Source: an optimization exercise on an open RTL-to-GDS flow (aim: small area and a short achievable clock period). Production flows keep margins and buffers that such runs may drop. At most, simulation tests tie the RTL to the original design; equivalence was not proved. The RTL of runs 5 and 6 was laid out without a check of its function. Power and IR drop assume default switching activity.

**design.v**
```verilog
`timescale 1ns / 1ps
module lab4_2( 
              input wire      mode,
              input wire[2:0] opCode,
              input wire[3:0] value,
              input clk,
              input reset,
              output reg[9:0] result,
              output reg cacheFull,
              output reg invalidOp,
              output reg overflow);
    reg [5:0]   mem[0:31];
    reg [31:14] memx;
    reg [9:0]  p1;      
    reg [11:0] p1x3;    
    reg [5:0]  cnt;     
    reg [3:0]  start;   
    reg [4:0]  nxt;     
    reg        last;    
    reg [6:0]  cur;     
    reg [3:0]  tgt;     
    wire [2:0] cop = cur[6:4];
    wire [3:0] cv  = cur[3:0];
    wire full  = cnt[5];
    wire empty = (cnt == 6'd0);
    wire valid = (opCode[1:0] != 2'b11);
    wire store = !mode && !full && valid;
    wire exec  = mode && !empty;
    wire jump  = cop[2] & cop[1];
    function isjump;
        input [6:0] e;
        isjump = e[6] & e[5];
    endfunction
    wire [11:0] sum = result + cv + (cop[0] ? p1 : 10'd0);
    function [9:0] row;
        input [1:0] d;
        input [9:0] b;
        input [9:0] b3;
        case (d)
            2'd0: row = 10'd0;
            2'd1: row = b;
            2'd2: row = {b[8:0], 1'b0};
            default: row = b3;
        endcase
    endfunction
    wire [9:0] r0 = row(result[1:0], p1, p1x3[9:0]);
    wire [9:0] r1 = row(result[3:2], p1, p1x3[9:0]);
    wire [9:0] r2 = row(result[5:4], p1, p1x3[9:0]);
    wire [9:0] r3 = row(result[7:6], p1, p1x3[9:0]);
    wire [9:0] r4 = row(result[9:8], p1, p1x3[9:0]);
    function [1:0] fa;
        input a, b, c;
        fa = {(a & b) | (a & c) | (b & c), a ^ b ^ c};
    endfunction
    function [1:0] ha;
        input a, b;
        ha = {a & b, a ^ b};
    endfunction
    wire t1, t2, t3, t4, t5, t6, t7, t8, t9, t10, t11, t12, t13, t14, t15, t16, t17, t18, t19, t20, t21, t22, t23, t24, t25, t26, t27, t28;
    assign {t2, t1} = ha(r0[8], r1[6]);
    assign {t4, t3} = fa(r0[9], r1[7], r2[5]);
    assign {t6, t5} = ha(r0[6], r1[4]);
    assign {t8, t7} = fa(r0[7], r1[5], r2[3]);
    assign {t10, t9} = fa(t1, r2[4], r3[2]);
    assign {t12, t11} = fa(t3, r3[3], r4[1]);
    assign {t14, t13} = ha(cv[2], r0[2]);
    assign {t16, t15} = fa(cv[3], r0[3], r1[1]);
    assign {t18, t17} = fa(r0[4], r1[2], r2[0]);
    assign {t20, t19} = fa(r0[5], r1[3], r2[1]);
    assign {t22, t21} = fa(t5, r2[2], r3[0]);
    assign {t24, t23} = fa(t7, r3[1], t6);
    assign {t26, t25} = fa(t9, r4[0], t8);
    assign {t28, t27} = fa(t11, t2, t10);
    wire [9:0] mx = {t27, t25, t23, t21, t19, t17, t15, t13, cv[1], cv[0]};
    wire [9:0] my = {t26, t24, t22, t20, t18, t16, t14, r1[0], r0[1], r0[0]};
    wire mcout = t4 | t12 | t28;
    wire [10:0] plo = mx + my;
    function rowhi;
        input [1:0]  d;
        input        ge1;    
        input        ge2;    
        input        ge3;    
        case (d)
            2'd0: rowhi = 1'b0;
            2'd1: rowhi = ge1;
            2'd2: rowhi = ge2;
            default: rowhi = ge3;
        endcase
    endfunction
    wire mhi = rowhi(result[1:0], 1'b0,        p1[9],       |p1x3[11:10])
             | rowhi(result[3:2], |p1[9:8],    |p1[9:7],    |p1x3[11:8])
             | rowhi(result[5:4], |p1[9:6],    |p1[9:5],    |p1x3[11:6])
             | rowhi(result[7:6], |p1[9:4],    |p1[9:3],    |p1x3[11:4])
             | rowhi(result[9:8], |p1[9:2],    |p1[9:1],    |p1x3[11:2]);
    wire movf = plo[10] | mcout | mhi;
    wire [3:0] pop = result[0] + result[1] + result[2] + result[3] + result[4]
                   + result[5] + result[6] + result[7] + result[8] + result[9];
    wire [9:0] rev = {result[0], result[1], result[2], result[3], result[4],
                      result[5], result[6], result[7], result[8], result[9]};
    reg [9:0] nres;
    reg       novf;
    always @* begin
        case (cop[2:1])
            2'b00:   begin nres = sum[9:0]; novf = sum[11:10] != 2'd0; end
            2'b01:   begin nres = plo[9:0]; novf = movf; end
            default: begin nres = cop[0] ? rev : {6'd0, pop}; novf = 1'b0; end
        endcase
    end
    wire [5:0] tgt1  = tgt + 6'd1;
    wire [5:0] nxt1  = nxt + 6'd1;
    wire [4:0] nidx1 = last ? tgt1[4:0] : nxt1[4:0];
    wire       nlast = last ? (tgt1 == cnt) : (nxt1 == cnt);
    reg [5:0] rd;                                        
    reg       rxs;                                       
    integer k;
    always @* begin
        rd  = 6'd0;
        rxs = 1'b0;
        for (k = 0; k < 32; k = k + 1)
            rd = rd | (mem[k] & {6{last ? (tgt == k) : (nxt == k)}});
        for (k = 14; k < 32; k = k + 1)
            rxs = rxs | (memx[k] & (last ? (tgt == k) : (nxt == k)));
    end
    wire       below14 = last ? (tgt < 4'd14) : (nxt < 5'd14);
    wire       rx      = below14 ? (rd[5:1] == 5'b11111) : rxs;
    wire [6:0] rdat = rx ? {2'b10, rd[0], rd[3:0]}
                         : {rd[5] & rd[4], rd[5:4] == 2'b11 ? 2'b10 : rd[5:4], rd[3:0]};
    wire       wx    = opCode[2] & ~opCode[1];
    wire [6:0] wcode = {wx, opCode[2] ? 2'b11 : opCode[1:0],
                        wx ? {3'b111, opCode[0]} : value};
    wire [6:0] wc = {opCode, value};
    wire [3:0] tw = isjump(wc)   ? value      : start;    
    wire [3:0] te = isjump(rdat) ? rdat[3:0]  : tgt;      
    always @(posedge clk) begin
        if (store)
            mem[cnt[4:0]] <= wcode[5:0];
        for (k = 14; k < 32; k = k + 1)
            if (store && cnt[4:0] == k)
                memx[k] <= wcode[6];
        if (empty) begin
            cur <= wc;
            tgt <= tw;
        end else if (mode) begin
            cur <= rdat;
            tgt <= te;
        end
    end
    always @(posedge clk or posedge reset) begin
        if (reset) begin
            result    <= 10'd0;
            p1        <= 10'd0;
            p1x3      <= 12'd0;
            overflow  <= 1'b0;
            cacheFull <= 1'b0;
            invalidOp <= 1'b0;
            cnt       <= 6'd0;
            start     <= 4'd0;
            nxt       <= 5'd1;
            last      <= 1'b0;
        end else begin
            if (!mode) begin
                if (full)
                    cacheFull <= 1'b1;
                else begin
                    invalidOp <= !valid;
                    if (valid) begin
                        cnt  <= cnt + 6'd1;
                        last <= empty;
                    end
                end
            end else if (!empty) begin
                nxt   <= nidx1;
                last  <= nlast;
                start <= tgt;
                if (!jump) begin
                    result   <= nres;
                    p1       <= result;
                    p1x3     <= {2'd0, result} + {1'b0, result, 1'b0};
                    overflow <= novf;
                end
            end
        end
    end
endmodule
```
**flow/run.sh**
```bash
#!/bin/bash
# The standard layout (the standard.sh, unchanged synthesis), except that
# the port buffers are sky130_fd_sc_hd__buf_2 cells rather than the delay
# buffer that buffer_ports picks by default. Full tool output goes to
# standard.log here; ORFS's own per-step logs stay under orfs/logs.
set -euo pipefail
export BUFFER_PORTS_ARGS="-buffer_cell sky130_fd_sc_hd__buf_2"
bash standard.sh > standard.log 2>&1
```
**standard.sh**
```bash
#!/bin/bash
# synth_recipe.tcl (not shown) runs the flow's synth.tcl, then flattens the netlist and writes it again
# the make line also repeats each setting of config.mk as NAME=value (left out here)
make -C /OpenROAD-flow-scripts/flow DESIGN_CONFIG=/design/flow/config.mk WORK_HOME=/design/flow/orfs CLKGATE_MAP_FILE= SYNTH_SCRIPT=/design/flow/synth_recipe.tcl "${@:-finish}"
```
**config.mk**
```make
export PLATFORM = sky130hd
export DESIGN_NAME = lab4_2
export DESIGN_NICKNAME = lab4_2
export VERILOG_FILES = /design/flow/design.v
export SDC_FILE = /design/flow/constraint.sdc
export NUM_CORES = 4
export LEC_CHECK = 0
export CAP_MARGIN = 20
export CORE_MARGIN = 2
export CORE_UTILIZATION = 50
export CTS_BUF_LIST = sky130_fd_sc_hd__clkbuf_8
export CTS_CLUSTER_DIAMETER = 100
export CTS_CLUSTER_SIZE = 12
export SETUP_SLACK_MARGIN = 4.4
export SLEW_MARGIN = 20
```
**constraint.sdc**
```tcl
create_clock -name core_clock -period 8.0 [get_ports {clk}]
set_input_delay 1.6000 -clock core_clock [delete_from_list [all_inputs] [get_ports {clk}]]
set_output_delay 1.6000 -clock core_clock [all_outputs]
set_load 0.01 [all_outputs]
```
==> flow_metrics.tcl, run 1 <==
set metrics [dict create \
    status "timing/DRC/antenna clean" \
    synth_seq_area_share 0.552 \
    ys_warn_count 1 \
    synth.distinct_cells 75 \
    firstDrtPassIters 6 \
    cts_inserted_buffers 26 \
    finalSetupViolCount 0 \
    peakVddDrop_mv 0.205 \
    syn_to_final_growth_pct 9.86 \
    wl_per_cell_microns 26.7 \
    core_sq_mm 0.0279 \
    routed_wl_microns 43900 \
    maxCapViolations 0 \
    multi_input_area_sq_mm 0.00621 \
    grt_pass1_vias 10100 \
    synth_fp_nets 1337 \
    crit_type "flop to flop" \
    htreeDepth 1 \
    end_kind "flop" \
    syn-cell-area_sq_mm 0.0143 \
    ys.flop_type "edfxtp_1" \
    ios 23 \
    num_vias 10700 \
    regArea_sq_mm 0.00791 \
    slew_headroom 0.341 \
    yosys_register_bits 271 \
    routed_via_density 6.48 \
    syn_area_per_cell_sq_um 11.6 \
    power_uw 6820 \
    report.final.slew_viol_count 0 \
    nNetsFinal 1350 \
    grt_start_max_net_pins 56 \
    antenna_found_initial 0 \
    grt_pass1_wl_microns 65500 \
    fin_skew_ns 0.0243 \
    power_density_mw_per_mm2 435 \
    synth_edf_count 221 \
    num_antenna_cells 0 \
    dieArea_sq_mm 0.0299 \
    dp_hpwl_microns 29800 \
    synthCells 1236 \
    worst_slew_pin_slew_ns 0.989 \
    hold_violations 0 \
    row_count 61 \
    rsz0062_at_grt "true" \
    clockBufferDepth 3 \
    port_buffers 22 \
    grt.overflow.total 0 \
    ctsHoldBuffers 0 \
    n_fill_cell 2364 \
    first_iter_violations 1575 \
    period_minus_slack_ns 3.80 \
    path_clk_slew_ns 0.10 \
    start_util 0.511 \
    p_leak_uw 0.00574 \
    gp_congestion 0.967 \
    fin_crit_sh 0.475 \
    synth_async_sr_flop_share 0.185 \
    cp.arrival_ns 4.26 \
    root_buffer "clkbuf_8" \
    antenna_left 0 \
    die_h_microns 173 \
    hp-class "flop to flop" \
    setup_tns_ns 0 \
    layout-drive-gt1-share 0.145 \
    die_w_microns 173 \
    start_kind "flop" \
    max_freq_mhz 263 \
    clock_latency_ns 0.61 \
    track_usage 0.291 \
    crit_fanout 5 \
    critPathRequiredTime_ns 8.46 \
    cts.sinks 271 \
    tritoncts "built" \
    drc 0 \
]
-- critical path, cell delays in order, from the launching register on --
cell and delay, ns:
dfrtp_2 0.47, buf_12 0.15, ha_4 0.18, a22oi_2 0.15, o21ai_2 0.08, fa_1 0.48, fa_1 0.52, fa_1 0.43
ha_1 0.21, nor4_1 0.26, nand4_1 0.16, nor3_2 0.16, o311ai_2 0.16, a21oi_1 0.15, a31oi_1 0.09
-- where the power goes --
group	total, uW	internal [uW]	leakage, uW	switching, uW
clock	794	307	0.000305	487
combinational	3870	1600	0.00287	2270
sequential	2160	1760	0.00257	397
-- cell usage after synthesis, types with 5 or more instances --
cell,number,area [sq um]
o21ai_0,81,405
inv_1,53,199
or2_2,8,50.1
a21o_1,8,60.1
o21bai_1,9,67.6
and3_1,14,87.6
clkbuf_1,55,206
and2_1,18,113
nor2_1,105,394
a31oi_1,6,37.5
a22o_1,8,70.1
dfrtp_1,49,1230
nor3_1,14,70.1
fa_1,24,480
xnor2_1,25,219
nand4_1,16,100
ha_1,67,838
or3_1,5,31.3
o22ai_1,6,37.5
a221o_1,8,80.1
nor3b_1,6,45.0
a221oi_1,9,78.8
nand3_1,59,295
mux2_2,7,78.8
a2111oi_0,5,43.8
buf_2,17,85.1
mux2i_1,13,130
o21a_1,8,60.1
a21oi_1,50,250
nand2_1,79,297
a32oi_1,17,149
nand2b_1,6,37.5
and3b_1,7,61.3
nor4_1,8,50.1
a22oi_1,43,323
a211oi_1,8,60.1
nor2b_1,10,62.6
xor2_1,7,61.3
edfxtp_1,221,6640
nand3b_1,7,52.6
-- cells in the final DEF, fill, tap and decap left out, types with 9 or more instances in the layout --
| cell type | count |
|---|---|
| inv_2 | 9 |
| nor3_1 | 13 |
| ha_1 | 52 |
| and3_1 | 14 |
| nand3_1 | 59 |
| buf_2 | 23 |
| edfxtp_1 | 221 |
| o21bai_1 | 9 |
| a21oi_1 | 49 |
| ha_4 | 11 |
| a22oi_1 | 41 |
| nor2_1 | 104 |
| a221oi_1 | 9 |
| xnor2_1 | 25 |
| fa_1 | 23 |
| o21ai_0 | 72 |
| buf_4 | 35 |
| dfrtp_1 | 35 |
| a32oi_1 | 17 |
| clkbuf_8 | 26 |
| nand4_1 | 16 |
| inv_1 | 62 |
| dfrtp_2 | 13 |
| and2_1 | 19 |
| nand2_1 | 77 |
| mux2i_1 | 13 |
-- area by class of cell --
| cell class | instances | share of cell area |
|---|---|---|
| Clock inverter | 22 | 0.00622 |
| Clock buffer | 26 | 0.0228 |
| Inverter | 53 | 0.0130 |
| Timing Repair Buffer | 62 | 0.0275 |
| Tap cell | 378 | 0.0302 |
| Sequential cell | 271 | 0.504 |
| Multi-Input combinational cell | 835 | 0.396 |
-- per-stage QoR --
stage	hold slack [ns]	util	setup slack (ns)	instance area, sq um	std cells
after CTS	0.465	0.554	4.21	15500	1639
after global routing	0.495	0.562	4.03	15700	1647
after global placement	0.438	0.524	3.70	14600	1566
after detailed placement	0.446	0.524	3.55	14600	1566
final	0.458	0.562	4.20	15700	1647
after floorplan	0.450	-	4.40	14300	1236
-- sequential cells by signal (all words and copies together), names as in the netlist --
register and count:
cnt 6, cur 7, overflow 1, p1 9
tgt 4, p1x3 12, invalidOp 1, nxt 5
memx 18, last 1, cacheFull 1, start 4
mem 192, result 10
-- cell families after synthesis --
family          Yosys count  share of synthesized area
compound gates          305                      0.145
fa+ha+maj                91                     0.0924
xor+xnor                 32                     0.0196
flops                   271                      0.552
simple gates            384                      0.135
buf+inv                 130                     0.0360
mux                      23                     0.0188
-- final timing paths --
kind,from,to,slack [ns],cells past startpoint
min in group asynchronous,reset,p1x3[7],1.15,3
setup / recovery,result[1],overflow,4.20,14
setup reg to reg,result[1],overflow,4.20,14
max in group asynchronous,reset,last,6.27,3
hold / removal,cacheFull,cacheFull,0.46,1
hold reg to reg,cacheFull,cacheFull,0.46,1
-- repair_timing --
action,4_1_cts,5_1_grt
gates cloned,0,0
buffers inserted,25,7
gates resized for setup,46,41
setup endpoints to repair,200,17
pin swaps,7,18
-- routing by layer --
layer  GRT usage  vias up  share of wire
met2       0.396      639           0.41
li1            -     4669              -
met5           0        -         0.0020
met1       0.441     5271           0.44
met4      0.0720        2          0.024
met3       0.101       84           0.12
==> run 2, diff against run 1 <==
--- a/config.mk
+++ b/config.mk
@@ -7,9 +7,10 @@
 export LEC_CHECK = 0
 export CAP_MARGIN = 20
 export CORE_MARGIN = 2
-export CORE_UTILIZATION = 50
+export CORE_UTILIZATION = 40
 export CTS_BUF_LIST = sky130_fd_sc_hd__clkbuf_8
 export CTS_CLUSTER_DIAMETER = 100
 export CTS_CLUSTER_SIZE = 12
+export GPL_ROUTABILITY_DRIVEN = 0
 export SETUP_SLACK_MARGIN = 4.4
 export SLEW_MARGIN = 20
==> flow_metrics.tcl, run 2 <==
set metrics [dict create \
    power_density_mw_per_mm2 424 \
    tritoncts "built" \
    grt_start_max_net_pins 56 \
    p_seq_frac 0.320 \
    fin_cells 1727 \
    p_clk_frac 0.121 \
    synth_edf_count 221 \
    die_w_microns 193 \
    report.final.slew_viol_count 0 \
    syn-cell-area_sq_mm 0.0143 \
    synthCells 1236 \
    final_cell_mix "edfxtp_1 (221), nor2_1 (105), nand2_1 (78)" \
    track_usage 0.229 \
    die_h_microns 193 \
    crit_type "flop to flop" \
    switching_share 0.457 \
    fin_skew_ns 0.0237 \
    start_kind "flop" \
    clock_latency_ns 0.63 \
    row_count 69 \
    layout_commonest_cell "edfxtp_1" \
    routed_wl_microns 42700 \
    cp.arrival_ns 4.32 \
    r2r-end "overflow" \
    first_iter_violations 1314 \
    ios 23 \
    start_util 0.403 \
    synth_top_cell_area_share 0.465 \
    synth_top_area_cell "edfxtp_1" \
    yosys_register_bits 271 \
    cts.sinks 271 \
    wl_met2_microns 19600 \
    htreeDepth 1 \
    synth_seq_area_share 0.552 \
    syn_to_final_growth_pct 10.1 \
    wirelength_met1_microns 17500 \
    dr_wl_met3_microns 3590 \
    cts_inserted_buffers 26 \
    synth_async_sr_flop_share 0.185 \
    num_vias 10500 \
    switchingPower_uw 3040 \
    crit_start "result[5]" \
    core_sq_mm 0.0354 \
    dp_hpwl_microns 29000 \
    hp-class "flop to flop" \
    ctsHoldBuffers 0 \
    combPwrFrac 0.558 \
    status "timing/DRC/antenna clean" \
    grt_pass1_wl_microns 63200 \
    maxCapViolations 0 \
    largest_reg_flops 192 \
    crit_fanout 6 \
    max_freq_mhz 263 \
    grt.overflow.total 0 \
    slew_headroom 0.372 \
    yosys.cell_count.top_type "edfxtp_1" \
    peakVddDrop_mv 0.358 \
    worst_slew_pin_slew_ns 0.941 \
    routed_via_density 6.06 \
    clockBufferDepth 3 \
    dieArea_sq_mm 0.0372 \
    antenna_left 0 \
    num_antenna_cells 0 \
    root_buffer "clkbuf_8" \
    top_layer "met4" \
    layout-drive-gt1-share 0.136 \
    hold_violations 0 \
    reg2reg_setup_slack_ns 4.20 \
    netlist_top_cells_count "edfxtp_1 (221), nor2_1 (105), o21ai_0 (81), nand2_1 (79), ha_1 (67)" \
    setup_tns_ns 0 \
    port_buffers 22 \
    rsz0062_at_grt "true" \
    wl_per_cell_microns 24.7 \
    endpoint "overflow" \
    critPathRequiredTime_ns 8.51 \
    fin_crit_sh 0.476 \
    end_kind "flop" \
    r2r-start "result[5]" \
    p_leak_uw 0.00572 \
    period_minus_slack_ns 3.80 \
    worstRegToRegCells 14 \
    ys_warn_count 1 \
    nNetsFinal 1347 \
    drc 0 \
    antenna_found_initial 0 \
    synth.distinct_cells 75 \
    place_inst 1650 \
    ys_top_cells_by_area "edfxtp_1 (46%), dfrtp_1 (8.6%), ha_1 (5.9%)" \
    finalSetupViolCount 0 \
    synth_fp_nets 1337 \
    syn_area_per_cell_sq_um 11.6 \
    ys.flop_type "edfxtp_1" \
    grt_pass1_vias 10100 \
    p_int_uw 3620 \
    firstDrtPassIters 6 \
    path_clk_slew_ns 0.11 \
]
[run 2: logic make-up after synthesis]
group | share of synthesized area
xor gates and xnor gates | 0.0196
and+or+nand+nor | 0.135
muxes | 0.0188
buffers and inverters | 0.0360
AOI/OAI and AO/OA | 0.145
adders and majority gates | 0.0924
DFF | 0.552
[run 2: final cells by class]
class	count	area (sq um)
well taps	461	577
clock inverters	21	92.6
clock buffers	27	372
flip-flops and latches	271	7910
fillers	3290	19700
multi-input cells	835	6170
inverters	53	204
repair buffers	59	400
[run 2: critical path, cell delays in order, from the launching register on]
cell and delay (ns):
dfrtp_2 0.46, buf_6 0.14, ha_4 0.17, a22oi_2 0.18
o21ai_2 0.10, fa_1 0.52, fa_1 0.59, fa_1 0.43
ha_2 0.20, nor4_4 0.24, nand4_1 0.15, nor3_2 0.15
o311ai_2 0.13, a21oi_1 0.15, a31oi_1 0.09
[run 2: how the worst min path moves through the flow]
stage	endpoint	slack, ns	startpoint	depth (start not counted)
floorplan	start[0]	0.45	start[0]	2
global placement	start[1]	0.47	start[1]	2
detailed placement	start[1]	0.48	start[1]	2
CTS	start[1]	0.50	start[1]	2
global route	start[3]	0.52	start[3]	1
finish	start[1]	0.49	start[1]	2
[run 2: metal layers]
metal  global-route usage  up-vias
met5                    0        -
met4               0.0895        0
met3               0.0443      117
met2                0.367      553
met1                0.307     5149
li1                     -     4644
[run 2: power by group through the flow]
stage / Sequential [uW] / Clock, uW / Combinational [uW]
6_report: 2130 / 809 / 3720
5_1_grt: 2160 / 882 / 4100
4_1_cts: 2120 / 827 / 3500
3_5_place_dp: 2180 / 0 / 3270
3_3_place_gp: 2190 / 0 / 3230
2_1_floorplan: 1940 / 0 / 2490
[run 2: per-stage QoR]
stage / hold WS, ns / setup slack, ns / util / power [uW] / instance area (sq um)
after floorplan: 0.450 / 4.40 / - / 4430 / 14300
after global placement: 0.473 / 3.55 / 0.416 / 5420 / 14700
after detailed placement: 0.477 / 3.47 / 0.416 / 5450 / 14700
after CTS: 0.497 / 4.12 / 0.438 / 6450 / 15500
after global routing: 0.522 / 4.03 / 0.444 / 7140 / 15700
final: 0.491 / 4.20 / 0.444 / 6660 / 15700
[run 2: repair_timing]
item	4_1_cts	5_1_grt
endpoints found under the hold margin	0	0
pin swaps	2	20
endpoints found under the setup margin	203	49
setup buffers	16	13
resized for setup	44	32
==> run 3, diff against run 2 <==
--- a/config.mk
+++ b/config.mk
@@ -11,6 +11,5 @@
 export CTS_BUF_LIST = sky130_fd_sc_hd__clkbuf_8
 export CTS_CLUSTER_DIAMETER = 100
 export CTS_CLUSTER_SIZE = 12
-export GPL_ROUTABILITY_DRIVEN = 0
 export SETUP_SLACK_MARGIN = 4.4
 export SLEW_MARGIN = 20
==> flow_metrics.tcl, run 3 <==
set metrics [dict create \
    ios 23 \
    num_vias 10500 \
    syn-cell-area_sq_mm 0.0143 \
    core_sq_mm 0.0354 \
    status "timing/DRC/antenna clean" \
    fin_skew_ns 0.0363 \
    synth_top_cell_area_share 0.465 \
    crit_fanout 6 \
    clockBufferDepth 3 \
    final_cell_mix "edfxtp_1 (221), nor2_1 (101), nand2_1 (76)" \
    finalSetupViolCount 0 \
    combPwrFrac 0.566 \
    start_kind "flop" \
    yosys.cell_count.top_type "edfxtp_1" \
    worstRegToRegCells 14 \
    antenna_found_initial 0 \
    worst_slew_pin_slew_ns 0.975 \
    synth_seq_area_share 0.552 \
    cts_inserted_buffers 26 \
    num_antenna_cells 0 \
    dieArea_sq_mm 0.0372 \
    gp_congestion 0.971 \
    end_kind "flop" \
    hold_violations 0 \
    crit_type "flop to flop" \
    track_usage 0.229 \
    ys_top_cells_by_area "edfxtp_1 (46%), dfrtp_1 (8.6%), ha_1 (5.9%)" \
    max_freq_mhz 270 \
    synth_fp_nets 1337 \
    switchingPower_uw 3090 \
    htreeDepth 1 \
    synth_async_sr_flop_share 0.185 \
    dpl_cell_area_sq_mm 0.0147 \
    die_h_microns 193 \
    grt_start_max_net_pins 56 \
    period_minus_slack_ns 3.70 \
    drc 0 \
    antenna_left 0 \
    yosys_register_bits 271 \
    peakVddDrop_mv 0.535 \
    tritoncts "built" \
    grt_pass1_wl_microns 64000 \
    ys_warn_count 1 \
    dp_hpwl_microns 29000 \
    firstDrtPassIters 9 \
    p_int_uw 3710 \
    die_w_microns 193 \
    syn_area_per_cell_sq_um 11.6 \
    slew_headroom 0.350 \
    path_common_cell "fa_1" \
    grt_pass1_vias 10100 \
    power_density_mw_per_mm2 428 \
    nNetsFinal 1358 \
    ys.flop_type "edfxtp_1" \
    rsz0062_at_grt "true" \
    switching_share 0.454 \
    p_leak_uw 0.00578 \
    slowest_delay_ns 0.56 \
    hold_depth 2 \
    wl_per_cell_microns 24.7 \
    syn_to_final_growth_pct 11.2 \
    port_buffers 22 \
    path_clk_slew_ns 0.11 \
    synth.distinct_cells 75 \
    hp-class "flop to flop" \
    first_iter_violations 1393 \
    slowest_stage "fa_1" \
    root_buffer "clkbuf_8" \
    synthCells 1236 \
    cp.arrival_ns 4.19 \
    p_seq_frac 0.315 \
    routed_wl_microns 42900 \
    netlist_top_cells_count "edfxtp_1 (221), nor2_1 (105), o21ai_0 (81), nand2_1 (79), ha_1 (67)" \
    grt.overflow.total 0 \
    routed_via_density 6.06 \
    cts.sinks 271 \
    clock_latency_ns 0.62 \
    setup_tns_ns 0 \
    postLayoutCellArea_sq_mm 0.0159 \
    report.final.slew_viol_count 0 \
    start_util 0.403 \
    maxCapViolations 0 \
    layout_commonest_cell "edfxtp_1" \
    synth_edf_count 221 \
    row_count 69 \
    fin_crit_sh 0.463 \
    cp_cell_sequence "buf_4 -> ha_4 -> a22oi_2 -> o21ai_2 -> fa_1 -> fa_1 -> fa_1 -> ha_1 -> nor4_2 -> nand4_1 -> nor3_2 -> o311ai_2 -> a21oi_1 -> a31oi_1" \
    p_clk_frac 0.119 \
    critPathRequiredTime_ns 8.49 \
    layout-drive-gt1-share 0.154 \
    synth_top_area_cell "edfxtp_1" \
    largest_reg_flops 192 \
]
run 3: cell counts after synthesis:
Identical to the previous run, type by type.
run 3: kinds of logic (layout without fill, tap and decap cells):
family | count (synthesis) | count (layout) | synth area share
muxes | 23 | 23 | 0.0188
DFF | 271 | 271 | 0.552
AOI/OAI and AO/OA | 305 | 305 | 0.145
xor gates and xnor gates | 32 | 32 | 0.0196
buffers and inverters | 130 | 171 | 0.0360
and+or+nand+nor | 384 | 384 | 0.135
adders and majority gates | 91 | 91 | 0.0924
run 3: metrics by stage:
step	total power, uW	hold WS [ns]	std cells	util	setup slack (ns)
final	6800	0.502	1738	0.449	4.30
after global routing	7290	0.536	1738	0.449	4.10
after CTS	6410	0.497	1715	0.438	4.16
after detailed placement	5430	0.477	1649	0.416	3.49
after global placement	5410	0.467	1649	0.416	3.59
after floorplan	4430	0.450	1236	-	4.40
run 3: power by group through the flow:
stage	Clock (uW)	Sequential (uW)	Combinational [uW]
2_1_floorplan	0	1940	2490
3_3_place_gp	0	2190	3220
3_5_place_dp	0	2190	3240
4_1_cts	819	2140	3460
5_1_grt	868	2170	4250
6_report	809	2140	3850
run 3: final cells by class:
cell class              instances  area (sq um)
inverters                      53           201
clock inverters                22          98.8
well taps                     461           577
repair buffers                 70           480
clock buffers                  26           358
fillers                      3292         19500
multi-input cells             835          6260
flip-flops and latches        271          7910
run 3: critical path, delay by kind of cell (launching register included):
kind / cells / cell delay, ns
adder cells (fa/ha/maj): 5 / 1.84
AO/OA/AOI/OAI: 5 / 0.62
flip-flops: 1 / 0.48
AND/OR/NAND/NOR: 3 / 0.48
buffers and inverters: 1 / 0.16
run 3: repair_timing:
item,in CTS,in global routing
pin swaps,2,13
endpoints found under the hold margin,0,0
endpoints found under the setup margin,206,35
resized for setup,42,54
setup buffers,18,23
hold buffers,0,0
run 3: final timing paths:
path                           start  endpoint  slack, ns
min in group asynchronous      reset   p1x3[5]       1.17
hold / removal              start[0]  start[0]       0.50
setup / recovery           result[5]  overflow       4.30
setup reg to reg           result[5]  overflow       4.30
max in group asynchronous      reset    nxt[1]       6.31
hold reg to reg             start[0]  start[0]       0.50
run 3: metal layers:
metal  wire length (microns)  up-vias  track usage
met5                       0        -            0
met4                    1660        0       0.0688
met3                    3270      110       0.0319
met2                   20200      530        0.381
met1                   17700     5231        0.314
li1                        -     4668            -
==> run 4, diff against run 3 <==
--- a/config.mk
+++ b/config.mk
@@ -5,11 +5,11 @@
 export SDC_FILE = /design/flow/constraint.sdc
 export NUM_CORES = 4
 export LEC_CHECK = 0
-export CAP_MARGIN = 20
+export CAP_MARGIN = 5
 export CORE_MARGIN = 2
 export CORE_UTILIZATION = 40
 export CTS_BUF_LIST = sky130_fd_sc_hd__clkbuf_8
 export CTS_CLUSTER_DIAMETER = 100
 export CTS_CLUSTER_SIZE = 12
 export SETUP_SLACK_MARGIN = 4.4
-export SLEW_MARGIN = 20
+export SLEW_MARGIN = 5
==> flow_metrics.tcl, run 4 <==
set metrics [dict create \
    core_sq_mm 0.0354 \
    root_buffer "clkbuf_8" \
    worst_slew_pin_slew_ns 0.975 \
    synth_top_cell_area_share 0.465 \
    synth_async_sr_flop_share 0.185 \
    netlist_top_cells_count "edfxtp_1 (221), nor2_1 (105), o21ai_0 (81), nand2_1 (79), ha_1 (67)" \
    synth_top_area_cell "edfxtp_1" \
    max_freq_mhz 270 \
    dp_hpwl_microns 29000 \
    yosys.cell_count.top_type "edfxtp_1" \
    layout-drive-gt1-share 0.154 \
    peakVddDrop_mv 0.535 \
    synth_fp_nets 1337 \
    first_iter_violations 1393 \
    cp.arrival_ns 4.19 \
    wl_per_cell_microns 24.7 \
    rsz0062_at_grt "true" \
    end_kind "flop" \
    synth_edf_count 221 \
    final_util 0.449 \
    slowest_delay_ns 0.56 \
    status "timing/DRC/antenna clean" \
    gp_congestion 0.971 \
    row_count 69 \
    place_ws_ns 3.49 \
    hold_violations 0 \
    die_h_microns 193 \
    hold_depth 2 \
    cts.sinks 271 \
    synthCells 1236 \
    yosys_register_bits 271 \
    syn_to_final_growth_pct 11.2 \
    layout_commonest_cell "edfxtp_1" \
    synthXorXnorAreaFrac 0.0196 \
    cp_cell_sequence "buf_4 -> ha_4 -> a22oi_2 -> o21ai_2 -> fa_1 -> fa_1 -> fa_1 -> ha_1 -> nor4_2 -> nand4_1 -> nor3_2 -> o311ai_2 -> a21oi_1 -> a31oi_1" \
    htreeDepth 1 \
    ys_warn_count 1 \
    num_antenna_cells 0 \
    maxCapViolations 0 \
    path_common_cell "fa_1" \
    port_buffers 22 \
    power_uw 6800 \
    start_util 0.403 \
    report.final.slew_viol_count 0 \
    path_clk_slew_ns 0.11 \
    tritoncts "built" \
    worst_slack_ns 4.30 \
    synthAdderAreaFrac 0.0924 \
    synth_seq_area_share 0.552 \
    fin_skew_ns 0.0363 \
    die_w_microns 193 \
    synthSimpleGateAreaFrac 0.135 \
    power_density_mw_per_mm2 428 \
    grt_pass1_vias 10100 \
    finalSetupViolCount 0 \
    p_leak_uw 0.00578 \
    ys.flop_type "edfxtp_1" \
    syn_area_per_cell_sq_um 11.6 \
    synth.distinct_cells 75 \
    final_cell_mix "edfxtp_1 (221), nor2_1 (101), nand2_1 (76)" \
    crit_fanout 6 \
    fin_crit_sh 0.463 \
    ctsHoldBuffers 0 \
    num_vias 10500 \
    ios 23 \
    antenna_found_initial 0 \
    worstRegToRegCells 14 \
    dpl_cell_area_sq_mm 0.0147 \
    drc 0 \
    clock_latency_ns 0.62 \
    crit_type "flop to flop" \
    firstDrtPassIters 9 \
    postLayoutCellArea_sq_mm 0.0159 \
    critPathRequiredTime_ns 8.49 \
    synthMuxAreaShare 0.0188 \
    grt_start_max_net_pins 56 \
    start_kind "flop" \
    dieArea_sq_mm 0.0372 \
    nNetsFinal 1358 \
    setup_tns_ns 0 \
    grt_pass1_wl_microns 64000 \
    track_usage 0.229 \
    routed_via_density 6.06 \
    slew_headroom 0.350 \
    routed_wl_microns 42900 \
    hp-class "flop to flop" \
    cts_inserted_buffers 26 \
    largest_reg_flops 192 \
    grt.overflow.total 0 \
    ys_top_cells_by_area "edfxtp_1 (46%), dfrtp_1 (8.6%), ha_1 (5.9%)" \
    slowest_stage "fa_1" \
    clockBufferDepth 3 \
    period_minus_slack_ns 3.70 \
    synth-compound-area-share 0.145 \
    antenna_left 0 \
    syn-cell-area_sq_mm 0.0143 \
    synth_top_family_by_area "compound AO/OA/AOI/OAI gates" \
]
run 4: cell counts in the layout (fill, tap and decap cells not counted):
No cell type changed its count.
run 4: kinds of logic after synthesis:
| group | count (synthesis) |
|---|---|
| flops | 271 |
| buf+inv | 130 |
| xor+xnor | 32 |
| compound gates | 305 |
| fa+ha+maj | 91 |
| mux | 23 |
| simple gates | 384 |
run 4: where the power goes:
group          switching, uW  internal, uW
Clock                    502           307
Sequential               382          1760
Combinational           2200          1640
Total                   3090          3710
run 4: per-stage QoR:
stage	hold slack [ns]	instances
4_1_cts	0.497	1715
3_5_place_dp	0.477	1649
5_1_grt	0.536	1738
2_1_floorplan	0.450	1236
3_3_place_gp	0.467	1649
6_report	0.502	1738
run 4: final timing paths:
| path | startpoint | end | slack (ns) |
|---|---|---|---|
| max | result[5] | overflow | 4.30 |
| min | start[0] | start[0] | 0.50 |
| max reg2reg | result[5] | overflow | 4.30 |
| min reg2reg | start[0] | start[0] | 0.50 |
| max in group asynchronous | reset | nxt[1] | 6.31 |
| min in group asynchronous | reset | p1x3[5] | 1.17 |
run 4: critical path: cells and delay by family, from the launching register on:
family | cells | cell delay, ns
flip-flops | 1 | 0.48
buffers and inverters | 1 | 0.16
AND/OR/NAND/NOR | 3 | 0.48
AO/OA/AOI/OAI | 5 | 0.62
adder cells (fa/ha/maj) | 5 | 1.84
run 4: layout make-up:
cell class | count | area, sq um
Timing Repair Buffer | 70 | 480
Clock buffer | 26 | 358
Clock inverter | 22 | 98.8
Fill cell | 3292 | 19500
Multi-Input combinational cell | 835 | 6260
Inverter | 53 | 201
Tap cell | 461 | 577
Sequential cell | 271 | 7910
run 4: repair_timing:
item / 4_1_cts / 5_1_grt
buffers inserted: 18 / 23
resized for setup: 42 / 54
pin swaps: 2 / 13
endpoints found under the setup margin: 206 / 35
run 4: routing by layer:
metal	up-vias	global-route usage	wire, microns
met5	-	0	0
met4	0	0.0688	1660
met3	110	0.0319	3270
met2	530	0.381	20200
met1	5231	0.314	17700
li1	4668	-	-
==> run 5, diff against run 4 <==
--- a/design.v
+++ b/design.v
@@ -92,20 +92,24 @@
              | rowhi(result[5:4], |p1[9:6],    |p1[9:5],    |p1x3[11:6])
              | rowhi(result[7:6], |p1[9:4],    |p1[9:3],    |p1x3[11:4])
              | rowhi(result[9:8], |p1[9:2],    |p1[9:1],    |p1x3[11:2]);
-    wire movf = plo[10] | mcout | mhi;
     wire [3:0] pop = result[0] + result[1] + result[2] + result[3] + result[4]
                    + result[5] + result[6] + result[7] + result[8] + result[9];
     wire [9:0] rev = {result[0], result[1], result[2], result[3], result[4],
                       result[5], result[6], result[7], result[8], result[9]};
     reg [9:0] nres;
-    reg       novf;
     always @* begin
         case (cop[2:1])
-            2'b00:   begin nres = sum[9:0]; novf = sum[11:10] != 2'd0; end
-            2'b01:   begin nres = plo[9:0]; novf = movf; end
-            default: begin nres = cop[0] ? rev : {6'd0, pop}; novf = 1'b0; end
+            2'b00:   nres = sum[9:0];
+            2'b01:   nres = plo[9:0];
+            default: nres = cop[0] ? rev : {6'd0, pop};
         endcase
     end
+    wire ovf_set = exec && !jump;                  
+    wire ovf_mul = ovf_set && cop[2:1] == 2'b01;
+    wire ovf_rest = ovf_set ? ((cop[2:1] == 2'b00 && sum[11:10] != 2'd0) ||
+                               (cop[2:1] == 2'b01 && (mcout || mhi)))
+                            : overflow;
+    wire novf = ovf_rest | (ovf_mul & plo[10]);
     wire [5:0] tgt1  = tgt + 6'd1;
     wire [5:0] nxt1  = nxt + 6'd1;
     wire [4:0] nidx1 = last ? tgt1[4:0] : nxt1[4:0];
@@ -168,7 +172,9 @@
                         last <= empty;
                     end
                 end
-            end else if (!empty) begin
+            end
+            overflow <= novf;
+            if (mode && !empty) begin
                 nxt   <= nidx1;
                 last  <= nlast;
                 start <= tgt;
@@ -176,7 +182,6 @@
                     result   <= nres;
                     p1       <= result;
                     p1x3     <= {2'd0, result} + {1'b0, result, 1'b0};
-                    overflow <= novf;
                 end
             end
         end
==> config.mk (replaced) <==
export PLATFORM = sky130hd
export DESIGN_NAME = lab4_2
export DESIGN_NICKNAME = lab4_2
export VERILOG_FILES = /design/flow/design.v
export SDC_FILE = /design/flow/constraint.sdc
export NUM_CORES = 4
export LEC_CHECK = 0
export CAP_MARGIN = 20
export CORE_MARGIN = 2
export CORE_UTILIZATION = 40
export CTS_BUF_LIST = sky130_fd_sc_hd__clkbuf_8
export CTS_CLUSTER_DIAMETER = 100
export CTS_CLUSTER_SIZE = 12
export SETUP_SLACK_MARGIN = 4.1
export SLEW_MARGIN = 20
==> flow_metrics.tcl, run 5 <==
set metrics [dict create \
    grt_start_max_net_pins 51 \
    hold_depth 2 \
    p_clk_frac 0.142 \
    track_usage 0.230 \
    grt_pass1_vias 9978 \
    wl_per_cell_microns 24.9 \
    layout-drive-gt1-share 0.133 \
    hold_start "p1x3[11]" \
    htreeDepth 1 \
    crit_type "flop to flop" \
    clockBufferDepth 3 \
    layout_commonest_cell "edfxtp_1" \
    switching_share 0.427 \
    clock_latency_ns 0.63 \
    crit_fanout 13 \
    num_antenna_cells 0 \
    nNetsFinal 1324 \
    syn_to_final_growth_pct 9.92 \
    cts.sinks 271 \
    die_h_microns 192 \
    path_clk_slew_ns 0.10 \
    drc 0 \
    grt.overflow.total 0 \
    period_minus_slack_ns 3.95 \
    routed_via_density 6.03 \
    maxCapViolations 0 \
    met1_usage 0.311 \
    switchingPower_uw 2500 \
    status "timing/DRC/antenna clean" \
    synth_top_cell_area_share 0.468 \
    antenna_left 0 \
    num_vias 10200 \
    first_iter_violations 1054 \
    root_buffer "clkbuf_8" \
    routed_wl_microns 42200 \
    synth_fp_nets 1312 \
    p_leak_uw 0.00580 \
    final_util 0.449 \
    tritoncts "built" \
    yosys_register_bits 271 \
    multi_input_area_sq_mm 0.00599 \
    r2r-start "result[5]" \
    hold_violations 0 \
    end_kind "flop" \
    worst_slew_pin_slew_ns 1.09 \
    largest_reg_flops 192 \
    holdPathEnd "p1x3[11]" \
    synth.distinct_cells 80 \
    cts_inserted_buffers 26 \
    finalSetupViolCount 0 \
    ys_warn_count 1 \
    synth_edf_count 221 \
    ys_top_cells_by_area "edfxtp_1 (47%), dfrtp_1 (8.7%), ha_1 (5.9%)" \
    firstDrtPassIters 6 \
    ios 23 \
    row_count 68 \
    start_util 0.408 \
    ctsHoldBuffers 0 \
    reg2reg_setup_slack_ns 4.05 \
    peakVddDrop_mv 0.561 \
    r2r-end "overflow" \
    p_int_uw 3350 \
    syn_area_per_cell_sq_um 11.7 \
    synth_seq_area_share 0.557 \
    antenna_found_initial 0 \
    setup_tns_ns 0 \
    hp-class "flop to flop" \
    core_sq_mm 0.0347 \
    n_fill_cell 3231 \
    synth_top_area_cell "edfxtp_1" \
    p_seq_frac 0.325 \
    report.final.slew_viol_count 0 \
    syn-cell-area_sq_mm 0.0142 \
    grtUsageMet2 0.372 \
    synthCells 1211 \
    fin_crit_sh 0.494 \
    power_density_mw_per_mm2 376 \
    synth_async_sr_flop_share 0.185 \
    final_cell_mix "edfxtp_1 (221), nand2_1 (93), nor2_1 (89)" \
    dieArea_sq_mm 0.0369 \
    yosys.cell_count.top_type "edfxtp_1" \
    regArea_sq_mm 0.00790 \
    grt_pass1_wl_microns 63200 \
    ys.flop_type "edfxtp_1" \
    worstRegToRegCells 16 \
    dp_hpwl_microns 28500 \
    netlist_top_cells_count "edfxtp_1 (221), nand2_1 (94), nor2_1 (90), o21ai_0 (73), ha_1 (67)" \
    port_buffers 22 \
    combPwrFrac 0.533 \
    max_freq_mhz 253 \
    rsz0062_at_grt "true" \
    cp.arrival_ns 4.41 \
    slew_headroom 0.269 \
    gp_congestion 0.953 \
    start_kind "flop" \
    die_w_microns 192 \
    critPathRequiredTime_ns 8.46 \
    fin_skew_ns 0.0519 \
    gr-usage-met3 0.0347 \
    top_usage_layer "met2" \
]
==> run 5: cell count changes after synthesis, moves of 6 or more <==
cell / delta
nand2_1: +15
buf_2: -7
clkbuf_1: +11
nand3_1: -13
and3_1: +8
and3b_1: -6
o21ai_0: -8
nor2_1: -15
==> run 5: area by class of cell <==
cell class	count	share of cell area
inverters	49	0.0123
flip-flops and latches	271	0.507
clock inverters	22	0.00779
multi-input cells	809	0.385
well taps	455	0.0366
repair buffers	66	0.0284
clock buffers	26	0.0230
==> run 5: worst max-delay path by stage <==
stage              start  endpoint  slack (ns)  cells after the start
6_report       result[5]  overflow        4.05                     16
3_5_place_dp   result[1]  overflow        3.66                     16
3_3_place_gp   result[1]  overflow        3.69                     16
4_1_cts        result[1]  overflow        4.04                     17
5_1_grt        result[5]  overflow        3.82                     16
2_1_floorplan  result[0]  overflow        4.13                     18
==> run 5: through the flow <==
stage          area (sq um)  instances  setup WS [ns]  hold slack (ns)  total power, uW
5_1_grt               15600       1698           3.82            0.526             6280
2_1_floorplan         14200       1211           4.13            0.450             3920
4_1_cts               15400       1690           4.04            0.502             5700
3_5_place_dp          14700       1620           3.66            0.480             4750
3_3_place_gp          14700       1620           3.69            0.466             4750
6_report              15600       1698           4.05            0.495             5850
==> run 5: repair_timing <==
action	CTS	global route
pin swaps	3	3
resized for setup	21	22
setup buffers	22	8
setup endpoints to repair	9	16
==> run 5: critical path, cell delays in order (launching register included) <==
cell	delay, ns
dfrtp_2	0.48
ha_2	0.37
a21oi_1	0.14
fa_1	0.55
inv_1	0.05
fa_1	0.47
inv_1	0.05
fa_1	0.51
inv_2	0.05
ha_4	0.14
nand4b_1	0.19
a211oi_2	0.19
nand4_1	0.11
nor4_1	0.20
o21ai_1	0.11
a31oi_1	0.15
o41ai_1	0.08
==> run 5: cell families (layout without fill, tap and decap cells) <==
group,Yosys count,count (layout),synth area share
AND/OR/NAND/NOR,356,356,0.126
multiplexers,22,22,0.0174
AO/OA/AOI/OAI,305,305,0.149
flip-flops,271,271,0.557
adder cells (fa/ha/maj),91,91,0.0931
buffers and inverters,131,163,0.0364
XOR/XNOR,35,35,0.0216
==> run 5: routing by layer <==
layer / wire length (microns) / share of wire
met5: 0 / 0
met4: 1740 / 0.041
met3: 2860 / 0.068
met2: 20000 / 0.47
met1: 17700 / 0.42
==> run 5: power groups by stage <==
stage / combinational [uW] / sequential (uW) / clock, uW
floorplan: 2130 / 1790 / 0
global placement: 2800 / 1950 / 0
detailed placement: 2810 / 1940 / 0
CTS: 2970 / 1890 / 842
global route: 3470 / 1910 / 894
finish: 3120 / 1900 / 831
==> run 6, diff against run 5 <==
--- a/config.mk
+++ b/config.mk
@@ -11,5 +11,5 @@
 export CTS_BUF_LIST = sky130_fd_sc_hd__clkbuf_8
 export CTS_CLUSTER_DIAMETER = 100
 export CTS_CLUSTER_SIZE = 12
-export SETUP_SLACK_MARGIN = 4.1
+export SETUP_SLACK_MARGIN = 4.4
 export SLEW_MARGIN = 20
==> flow_metrics.tcl, run 6 <==
set metrics [dict create \
    status "timing/DRC/antenna clean" \
    antenna_left 0 \
    largest_reg_flops 192 \
    ys_top_cells_by_area "edfxtp_1 (47%), dfrtp_1 (8.7%), ha_1 (5.9%)" \
    path_common_cell "fa_1" \
    row_count 68 \
    final_util 0.458 \
    rsz0062_at_grt "true" \
    core_sq_mm 0.0347 \
    slowest_delay_ns 0.53 \
    layout-drive-gt1-share 0.169 \
    hold_violations 0 \
    layout_commonest_cell "edfxtp_1" \
    cp.arrival_ns 4.44 \
    grt_pass1_vias 10200 \
    finalSetupViolCount 0 \
    synth_seq_area_share 0.557 \
    ys.flop_type "edfxtp_1" \
    yosys_register_bits 271 \
    synth_top_area_cell "edfxtp_1" \
    grt.overflow.total 0 \
    cts_inserted_buffers 26 \
    clock_latency_ns 0.60 \
    maxCapViolations 0 \
    syn-cell-area_sq_mm 0.0142 \
    crit_type "flop to flop" \
    cts.sinks 271 \
    hp-class "flop to flop" \
    syn_to_final_growth_pct 12.2 \
    path_clk_slew_ns 0.09 \
    setup_tns_ns 0 \
    fin_skew_ns 0.0296 \
    end_kind "flop" \
    die_w_microns 192 \
    routed_wl_microns 42100 \
    worst_slew_pin_slew_ns 0.806 \
    slew_headroom 0.463 \
    track_usage 0.230 \
    critPathRequiredTime_ns 8.45 \
    synthCells 1211 \
    power_density_mw_per_mm2 382 \
    synth_async_sr_flop_share 0.185 \
    report.final.slew_viol_count 0 \
    p_leak_uw 0.00592 \
    fin_crit_sh 0.498 \
    whs_ns 0.492 \
    nNetsFinal 1346 \
    port_buffers 22 \
    firstDrtPassIters 9 \
    synth_fp_nets 1312 \
    antenna_found_initial 0 \
    power_uw 6070 \
    num_vias 10400 \
    tritoncts "built" \
    yosys.cell_count.top_type "edfxtp_1" \
    dp_hpwl_microns 27900 \
    peakVddDrop_mv 0.479 \
    dieArea_sq_mm 0.0369 \
    ys_warn_count 1 \
    start_kind "flop" \
    first_iter_violations 1147 \
    netlist_top_cells_count "edfxtp_1 (221), nand2_1 (94), nor2_1 (90), o21ai_0 (73), ha_1 (67)" \
    max_freq_mhz 251 \
    synth_edf_count 221 \
    crit_fanout 5 \
    postLayoutCellArea_sq_mm 0.0159 \
    dpl_cell_area_sq_mm 0.0147 \
    gp_congestion 0.923 \
    num_antenna_cells 0 \
    clockBufferDepth 3 \
    routed_via_density 6.02 \
    grt_start_max_net_pins 51 \
    synth_top_cell_area_share 0.468 \
    ios 23 \
    slowest_stage "fa_1" \
    die_h_microns 192 \
    period_minus_slack_ns 3.99 \
    ctsHoldBuffers 0 \
    syn_area_per_cell_sq_um 11.7 \
    wl_per_cell_microns 24.5 \
    drc 0 \
    cp_cell_sequence "inv_4 -> ha_4 -> a22oi_2 -> nor2_2 -> a21oi_2 -> fa_1 -> inv_1 -> fa_1 -> inv_1 -> fa_1 -> inv_2 -> ha_4 -> nand4b_1 -> a211oi_2 -> nand4_1 -> nor4_1 -> o21ai_1 -> a31oi_1 -> o41ai_1" \
    synth.distinct_cells 80 \
    root_buffer "clkbuf_8" \
    grt_pass1_wl_microns 63900 \
    start_util 0.408 \
    final_cell_mix "edfxtp_1 (221), nand2_1 (93), nor2_1 (87)" \
    htreeDepth 1 \
]
[run 6: cell counts after synthesis]
No cell type changed its count.
[run 6: area by class of cell]
| class | instances | area [sq um] |
|---|---|---|
| Clock buffer | 26 | 358 |
| Clock inverter | 22 | 98.8 |
| Fill cell | 3188 | 18800 |
| Inverter | 49 | 199 |
| Multi-Input combinational cell | 809 | 6120 |
| Sequential cell | 271 | 7910 |
| Tap cell | 455 | 569 |
| Timing Repair Buffer | 88 | 647 |
[run 6: path summary, 6_finish.rpt]
| check | depth (start not counted) | endpoint | from | slack, ns |
|---|---|---|---|---|
| max reg2reg | 19 | overflow | result[2] | 4.01 |
| max in group asynchronous | 3 | result[2] | reset | 6.27 |
| max | 19 | overflow | result[2] | 4.01 |
| min reg2reg | 2 | p1x3[10] | p1x3[10] | 0.49 |
| min in group asynchronous | 3 | p1x3[9] | reset | 1.20 |
| min | 2 | p1x3[10] | p1x3[10] | 0.49 |
[run 6: kinds of logic (layout without fill, tap and decap cells)]
group	Yosys count	count (layout)	share of synthesized area
AO/OA/AOI/OAI	305	305	0.149
XOR/XNOR	35	35	0.0216
adder cells (fa/ha/maj)	91	91	0.0931
flip-flops	271	271	0.557
multiplexers	22	22	0.0174
AND/OR/NAND/NOR	356	356	0.126
buffers and inverters	131	185	0.0364
[run 6: through the flow]
stage,std cells,setup WS [ns]
global route,1720,3.77
global placement,1620,3.68
CTS,1711,3.98
finish,1720,4.01
detailed placement,1620,3.62
floorplan,1211,4.16
[run 6: critical path: cells and delay by family (launching register included)]
family                     cells  cell delay (ns)
DFF                            1             0.49
adders and majority gates      5             1.77
AOI/OAI and AO/OA              6             0.77
buffers and inverters          4             0.24
and+or+nand+nor                4             0.59
[run 6: per-layer routing]
layer | share of wire | GRT usage | vias to the layer above
met5 | 0 | 0 | -
met4 | 0.041 | 0.0816 | 0
met3 | 0.069 | 0.0281 | 107
met2 | 0.47 | 0.379 | 454
met1 | 0.42 | 0.314 | 5163
li1 | - | - | 4626
[run 6: power by group]
group          total, uW  internal [uW]  leakage (uW)  switching, uW
logic               3370           1530       0.00292           1840
registers           1900           1640       0.00270            258
clock network        799            307      0.000301            491
total               6070           3480       0.00592           2590
[run 6: timing repair]
action | 4_1_cts | 5_1_grt
setup buffers | 43 | 9
setup endpoints to repair | 38 | 39
gates resized for setup | 66 | 26
pin swaps | 25 | 7

[afterwards: timing with drivers on the ports]
Ports are ideal in the flow. The routed layouts listed here were re-timed in OpenROAD. Step 1 sets driving cells, clkbuf_16 on the clock port and buf_2 on the other inputs (assumed; they add their load-dependent delay and slew). Step 2 moves the port delays by t, midway between the first and last clock arrival at a register: inputs arrive t later, outputs are due t later. That takes back most of the time a late clock gives input paths. Three values: ideal ports, drivers, drivers and shift; two values: the first two.
| run | shift t [ns] | slack for setup (ns) | worst setup path at the end | clock arrival spread, ns |
|---|---|---|---|---|
| run 1 | 0.645 | 4.201 / 4.201 / 3.939 | input to register | 0.029 / 0.029 |
| run 2 | 0.665 | 4.195 / 4.195 / 3.846 | input to register | 0.024 / 0.024 |
| run 3 | 0.647 | 4.296 / 4.296 / 3.910 | input to register | 0.036 / 0.037 |
| run 4 | 0.647 | 4.296 / 4.296 / 3.910 | input to register | 0.036 / 0.037 |
| run 5 | 0.649 | 4.051 / 4.051 / 3.842 | input to register | 0.052 / 0.053 |
| run 6 | 0.631 | 4.012 / 4.012 / 3.864 | input to register | 0.030 / 0.030 |
After both steps every run listed still meets setup and hold.
